Source: an optimization exercise on an open RTL-to-GDS flow (aim: a short achievable clock period and few clock cycles). Production flows keep margins and buffers that such runs may drop. Function was checked by simulation only, so behaviour that the tests miss may differ from the original.

## flow/design.v (module list and top-level ports; edited modules follow where they fit)
// module ALU: 3214 lines
// module div_r8: 37 lines
module ALU #(
    parameter DATA_W = 32
)
(
    input                       i_clk,    
    input                       i_rst_n,  
    input                       i_valid,  
    input [DATA_W - 1 : 0]      i_A,      
    input [DATA_W - 1 : 0]      i_B,      
    input [         2 : 0]      i_inst,   
    output [2*DATA_W - 1 : 0]   o_data,   
    output                      o_done    
);
  // ...
==> flow/flow/run.sh <==
#!/bin/bash
# The standard layout (standard.sh) with these changes:
#  - synthesis maps with a delay-oriented ABC script (flow/abc_fast.script) instead of
#    ORFS's abc_speed script; everything else in synth_recipe.tcl is kept as is
#  - full adders are left to ABC (no extract_fa / adder cell map); registers are unchanged
#  - port buffers are buf_4 cells rather than the default delay-cell choice
set -uo pipefail
W=$PWD
M=${MARGIN:-6}
{
  echo 'proc synth {args} { yosys synth -nofsm -noshare {*}$args }'
  echo "proc abc {args} { set i [lsearch \$args -script]; if {\$i >= 0} { lset args [expr {\$i+1}] $W/flow/abc_fast.script }; yosys abc {*}\$args }"
  tail -n +2 synth_recipe.tcl
} > my_synth.tcl
sed "s#SYNTH_SCRIPT=[^ ]*#SYNTH_SCRIPT=$W/my_synth.tcl#" standard.sh > my_standard.sh
K="SETUP_SLACK_MARGIN=$M TNS_END_PERCENT=10"
BP="BUFFER_PORTS_ARGS=-buffer_cell sky130_fd_sc_hd__buf_4"
bash my_standard.sh ADDER_MAP_FILE= synth > log_synth.txt 2>&1 || exit 1
bash my_standard.sh $K "$BP" floorplan > log_floorplan.txt 2>&1 || exit 1
bash my_standard.sh $K "$BP" place > log_place.txt 2>&1 || exit 1
bash my_standard.sh $K "$BP" cts > log_cts.txt 2>&1 || exit 1
bash my_standard.sh $K "$BP" route > log_route.txt 2>&1 || exit 1
bash my_standard.sh $K "$BP" finish > log_finish.txt 2>&1 || exit 1
test -f out/final.def
==> flow/flow/abc_fast.script <==
strash
&get -n
&st
&if -g -K 6
&st
&if -g -K 6
&st
&put
dch -f
map -D 1000
topo
stime -c
buffer -c
upsize -c
dnsize -c
==> flow/standard.sh <==
#!/bin/bash
# synth_recipe.tcl (not shown) runs the flow's synth.tcl, then flattens the netlist and writes it again
# the make line also repeats each setting of config.mk as NAME=value (left out here)
make -C /OpenROAD-flow-scripts/flow DESIGN_CONFIG=/design/flow/config.mk WORK_HOME=/design/flow/orfs CLKGATE_MAP_FILE= SYNTH_SCRIPT=/design/flow/synth_recipe.tcl "${@:-finish}"
==> flow/config.mk <==
export PLATFORM = sky130hd
export DESIGN_NAME = ALU
export DESIGN_NICKNAME = ALU
export VERILOG_FILES = /design/flow/design.v
export SDC_FILE = /design/flow/constraint.sdc
export NUM_CORES = 4
export LEC_CHECK = 0
export CAP_MARGIN = 20
export CORE_MARGIN = 2
export CORE_UTILIZATION = 40
export SLEW_MARGIN = 20
==> flow/constraint.sdc <==
create_clock -name core_clock -period 10.0 [get_ports {i_clk}]
set_input_delay 2.0000 -clock core_clock [delete_from_list [all_inputs] [get_ports {i_clk}]]
set_output_delay 2.0000 -clock core_clock [all_outputs]
set_load 0.01 [all_outputs]
==> flow_summary.toml, run 1 <==
[finish]
multiInputGateArea_um2 = 72300
buffers = 807
largest_reg_flops = 339
multi_input_cells = 12525
layout_common_cells = "3,368 x nand2_1, 1,564 x nor2_1, 1,004 x nand3_1"
final_cell_area_um2 = 106000
seqCellArea_um2 = 13600
final_core_util_pct = 48.2
biggestCellCategory = "multi-input gates"
nClkBuffers = 106
n_antenna_cell = 24

[setup_path]
cp_num_cells = 13
end_kind = "flip-flop"
reg2reg_to = "dout[60]"
cp_cell_sequence = "inv_2 -> nor2_1 -> a21oi_1 -> o31ai_4 -> a21o_1 -> nand2_1 -> nand2_1 -> nand3_1 -> nor2_1 -> o31ai_1 -> nand3_1 -> nand4_1 -> nand4_1"

[die]
top_level_ports = 135
core_area_um2 = 219000

[global_route]
use_met1_pct = 63.3
overflow = 0
grt_use_met2_pct = 67.2
busiest_layer = "met2"

[route]
ant_nets = 0
first_pass_iters = 10
met3WireLength_um = 96500

[sta]
min_period_ns = 4.46
finalSetupViolations = 0
rsz0062_at_grt = "yes"

[synth]
synth_fp_nets = 14875
synth_area_um2 = 87900
synth.distinct_cells = 105
synth_compound_area_share_pct = 26.8
avgSynthCellArea_um2 = 5.94

[min_path]
hold_start = "dw[3]"

[cts]
cts_hold_buf = 0
cts_inserted_buffers = 84

[place]
dp.cells = 17343

[status]
status = "complete, no violations"

[pwr]
power.group.top = "combinational logic"
Testbench counts, summed over its fixed seeds: cycles 7,423.
==> inputs of run 2 (changes only) <==
--- a/flow/design.v
+++ b/flow/design.v
@@ -3134,30 +3134,28 @@
 wire [31:0] sll_r = (|i_B[31:5]) ? 32'd0 : (i_A << i_B[4:0]);
 wire [10:0] lt;
 genvar gc;
 generate for (gc = 0; gc < 11; gc = gc + 1) begin : g_lt
     assign lt[gc] = (i_A >> (3 * gc)) < i_B;
 end endgenerate
 wire b_zero = ~|i_B;
 wire div_triv = b_zero | lt[0];
+wire [11:1] lt_ext = {1'b1, lt[10:1]};
+wire [11:1] sel = lt_ext & ~{lt_ext[10:1], 1'b0};
 reg [64:0] div_init;     
 reg [3:0]  div_c;        
+integer ci;
 always @(*) begin
-    if      (lt[1])  begin div_init = {33'd0, i_A} << 30; div_c = 4'd1;  end
-    else if (lt[2])  begin div_init = {33'd0, i_A} << 27; div_c = 4'd2;  end
-    else if (lt[3])  begin div_init = {33'd0, i_A} << 24; div_c = 4'd3;  end
-    else if (lt[4])  begin div_init = {33'd0, i_A} << 21; div_c = 4'd4;  end
-    else if (lt[5])  begin div_init = {33'd0, i_A} << 18; div_c = 4'd5;  end
-    else if (lt[6])  begin div_init = {33'd0, i_A} << 15; div_c = 4'd6;  end
-    else if (lt[7])  begin div_init = {33'd0, i_A} << 12; div_c = 4'd7;  end
-    else if (lt[8])  begin div_init = {33'd0, i_A} << 9;  div_c = 4'd8;  end
-    else if (lt[9])  begin div_init = {33'd0, i_A} << 6;  div_c = 4'd9;  end
-    else if (lt[10]) begin div_init = {33'd0, i_A} << 3;  div_c = 4'd10; end
-    else             begin div_init = {33'd0, i_A};       div_c = 4'd11; end
+    div_init = 65'd0;
+    div_c    = 4'd0;
+    for (ci = 1; ci <= 11; ci = ci + 1) begin
+        div_init = div_init | ({65{sel[ci]}} & ({33'd0, i_A} << (33 - 3 * ci)));
+        div_c    = div_c | ({4{sel[ci]}} & ci[3:0]);
+    end
 end
 reg [63:0] valid_res;
 always @(*) begin
     case (i_inst)
         3'd0: valid_res = {32'd0, add_s};
         3'd1: valid_res = {32'd0, sub_s};
         3'd2: valid_res = {32'd0, i_A & i_B};
         3'd3: valid_res = {32'd0, i_A | i_B};
==> flow/config.mk (replaced) <==
export PLATFORM = sky130hd
export DESIGN_NAME = ALU
export DESIGN_NICKNAME = ALU
export VERILOG_FILES = /design/flow/design.v
export SDC_FILE = /design/flow/constraint.sdc
export NUM_CORES = 4
export LEC_CHECK = 0
export CAP_MARGIN = 20
export CORE_MARGIN = 2
export CORE_UTILIZATION = 35
export SLEW_MARGIN = 20
==> run 2 against run 1 <==
  * Critical path depth is 1 higher
  * Flip-flop and latch count stayed put
  * Core utilization is 4.5 points lower
  * Critical path type is now in -> reg
==> flow_summary.toml, run 2 <==
[status]
status = "complete, no violations"

[synth]
synth.distinct_cells = 106
synthFlopType = "dfxtp_1"
synthCells = 15250
post-synth-top-count-cell = "nand2_1"
ys_warn_count = 2
async_reset_ff_share_pct = 0.493
avgSynthCellArea_um2 = 5.90
synth.ff_latch_count = 608
synth_area_um2 = 89900
synth_commonest_cells = "3,591 x nand2_1, 1,806 x nor2_1, 1,191 x nand3_1"
synth_area_leaders = "nand2_1 15%, dfxtp_1 10%, xor2_1 7.9%"
seq_area_frac_synth_pct = 15.1
netlist.area_leader.share_pct = 15.0
synth_fp_nets = 15320
synth-edff-count = 135
yosys.area.top_type = "nand2_1"

[cts]
clkLatencyLatePin_ns = 0.81
cts_tree = "built"
cts_inserted_buffers = 82
cts_hold_buf = 0
cts-root-buf = "clkbuf_16"
htree_levels = 3
clock_sinks = 608
cts.clk_slew.worst_paths_ns = 0.07
cts_buffer_depth = 3

[finish]
reg_top3 = "mreg (339), dw (65), dout (64)"
fin_nets = 15783
syn2layout_area_growth_pct = 24.8
drive_above_1_share_pct = 16.7
stdcell_count = 19213
largest_reg_flops = 339
nFillCells = 27504
seqCellArea_um2 = 13600
final_common_cell = "nand2_1"
final_cell_area_um2 = 112000
multiInputGateArea_um2 = 75200
layout_common_cells = "3,462 x nand2_1, 1,596 x nor2_1, 1,140 x nand3_1"
largest_register = "mreg"
final_core_util_pct = 43.8

[min_path]
hold_class = "reg -> reg"
hold_depth = 2
hold_end = "dw[12]"
hold_start = "dw[9]"

[pwr]
leakage_nw = 48.6
p_total_mw = 52.9
power.density_nw_per_um2 = 471
ir_drop_mv = 0.637

[route]
vias = 126549
wl_per_cell_um = 35.1
via_per_inst = 6.59
routed_wirelength_um = 675000
ant_nets = 0
first_pass_iters = 13
drc_errors = 0
drt_iter0_drc = 20031

[place]
dp.cells = 18386
io_buffers = 134
dp_slack_ns = 3.38
gp_congestion = 1.16
dpl_cell_area_um2 = 94800
dp_hpwl_um = 513000

[sta]
holdWs_ns = 0.466
timing.final.max_slew_violations = 0
finalSetupTns_ns = 0
final.setup_skew_ns = 0.104
finalHoldViolCount = 0
fin_ws_ns = 5.68
relSlewSlack_pct = 12.6
min_period_ns = 4.32
finalSetupViolations = 0
worst_pin_slew_ns = 1.30
period_share_pct = 43.2
fmax_ghz = 0.231
rsz0062_at_grt = "yes"

[global_route]
grt_max_degree = 71
grt_use_total_pct = 48.2
grt_pass1_vias = 111589
antenna_found_initial = 70
overflow = 0
grt_pass1_wl_um = 891000

[setup_path]
cp-startpoint = "i_A[8]"
r2r_cells = 12
reg2reg_to = "dout[56]"
worstSetupStartpointType = "input pin"
required_ns = 10.64
timing.rr.start = "div_b7[1]"
worstSetupPathType = "in -> reg"
regToRegSetupSlack_ns = 5.70
crit_fanout = 21
cp.arrival_ns = 4.97
end_kind = "flip-flop"

[die]
top_level_ports = 135
start_util_pct = 35.1
dieArea_um2 = 261000
num_rows = 186
die_h_um = 511
core_area_um2 = 256000
die_x_um = 511

[run]
maxCapViolCount = 0
run 2: cell count changes after synthesis, sizes merged, moves of 25 or more:
cell	before	now
nand2	3486	3596
nand3	1090	1216
buf	434	393
and2	92	117
a21oi	895	971
nand4	677	762
o21ai	1099	1014
a221oi	22	48
clkbuf	227	265
o22ai	597	633
inv	998	1036
run 2: report_power, final:
part           switching, mW  internal, mW
Clock                   1.47          1.96
Sequential             0.921          3.31
Combinational           33.3          11.9
run 2: logic make-up after synthesis:
logic type,count (synthesis),synth area share [%]
AO/OA/AOI/OAI,3803,26.3
XOR/XNOR,988,9.76
adder cells (fa/ha/maj),12,0.134
buffers and inverters,1707,7.75
flip-flops,608,15.1
multiplexers,3,0.0334
AND/OR/NAND/NOR,8129,40.9
run 2: worst max path at each step:
stage                     to  slack (ns)  depth (start not counted)
floorplan           dout[18]        5.86                         13
global placement    dout[11]        3.56                         15
detailed placement  dout[11]        3.38                         15
CTS                  dout[3]        5.85                          8
global route          dw[47]        5.77                         14
finish               dout[8]        5.68                         14
run 2: cell type report:
class                      instances  area share, %
inverter                        1049           4.01
clock buffer                     105           1.98
tap                             3384           3.77
timing repair inverter             3         0.0178
clock inverter                    49          0.671
sequential                       608           12.1
multi-input combinational      12938           67.0
antenna                           46          0.103
timing repair buffer            1031           10.4
run 2: what timing repair did:
action,in CTS,in global routing
gates resized for setup,1207,761
gates cloned,21,23
endpoints found under the hold margin,0,0
pin swaps,158,219
setup buffers,399,184
setup endpoints to repair,467,332
run 2: critical path, stage by stage:
cell,delay [ns]
buf_12,0.14
clkinv_2,0.09
buf_8,0.29
o21ai_1,0.29
nand2_1,0.19
nand2_1,0.08
nand2_1,0.05
o21ai_0,0.11
nand2_1,0.08
o21ai_0,0.17
a21oi_1,0.45
o21ai_0,0.17
a21oi_1,0.60
a221oi_1,0.18
run 2: metal layers:
metal / GRT usage (%) / part of all wire, %
met1: 62.8 / 39
met2: 64.8 / 37
met3: 21.0 / 16
met4: 28.1 / 7.9
met5: 0.0913 / 0.11
Testbench counts of run 2, summed over its fixed seeds: cycles 7,423.

[re-timing with driven ports]
The results above use ideal ports. As a check the final layouts listed here were re-extracted and re-timed, cells and wires unchanged.
Step 1 assumes that a clkbuf_16 drives the clock port and a buf_2 every other input.
Step 2 moves the port delays by t, midway between the first and last clock arrival at a register: inputs arrive t later, outputs are due t later. That takes back most of the time a late clock gives input paths.
Three values: no drivers, after step 1, after step 2; two values: the first two.
| run | t, ns | setup WS [ns] | clock arrival spread, ns | worst data-port slew with drivers (ns) | pins driven straight from the clock port |
|---|---|---|---|---|---|
| run 1 | 0.870 | 5.541 / 5.508 / 4.638 | 0.067 / 0.068 | 0.35 | 1 |
| run 2 | 0.855 | 5.675 / 5.619 / 4.764 | 0.112 / 0.112 | 0.51 | 1 |
After both steps setup and hold are still met in every run listed. For run 2, which loses most, drivers alone change the setup slack by -0.056 ns; drivers and shift together by -0.911 ns.
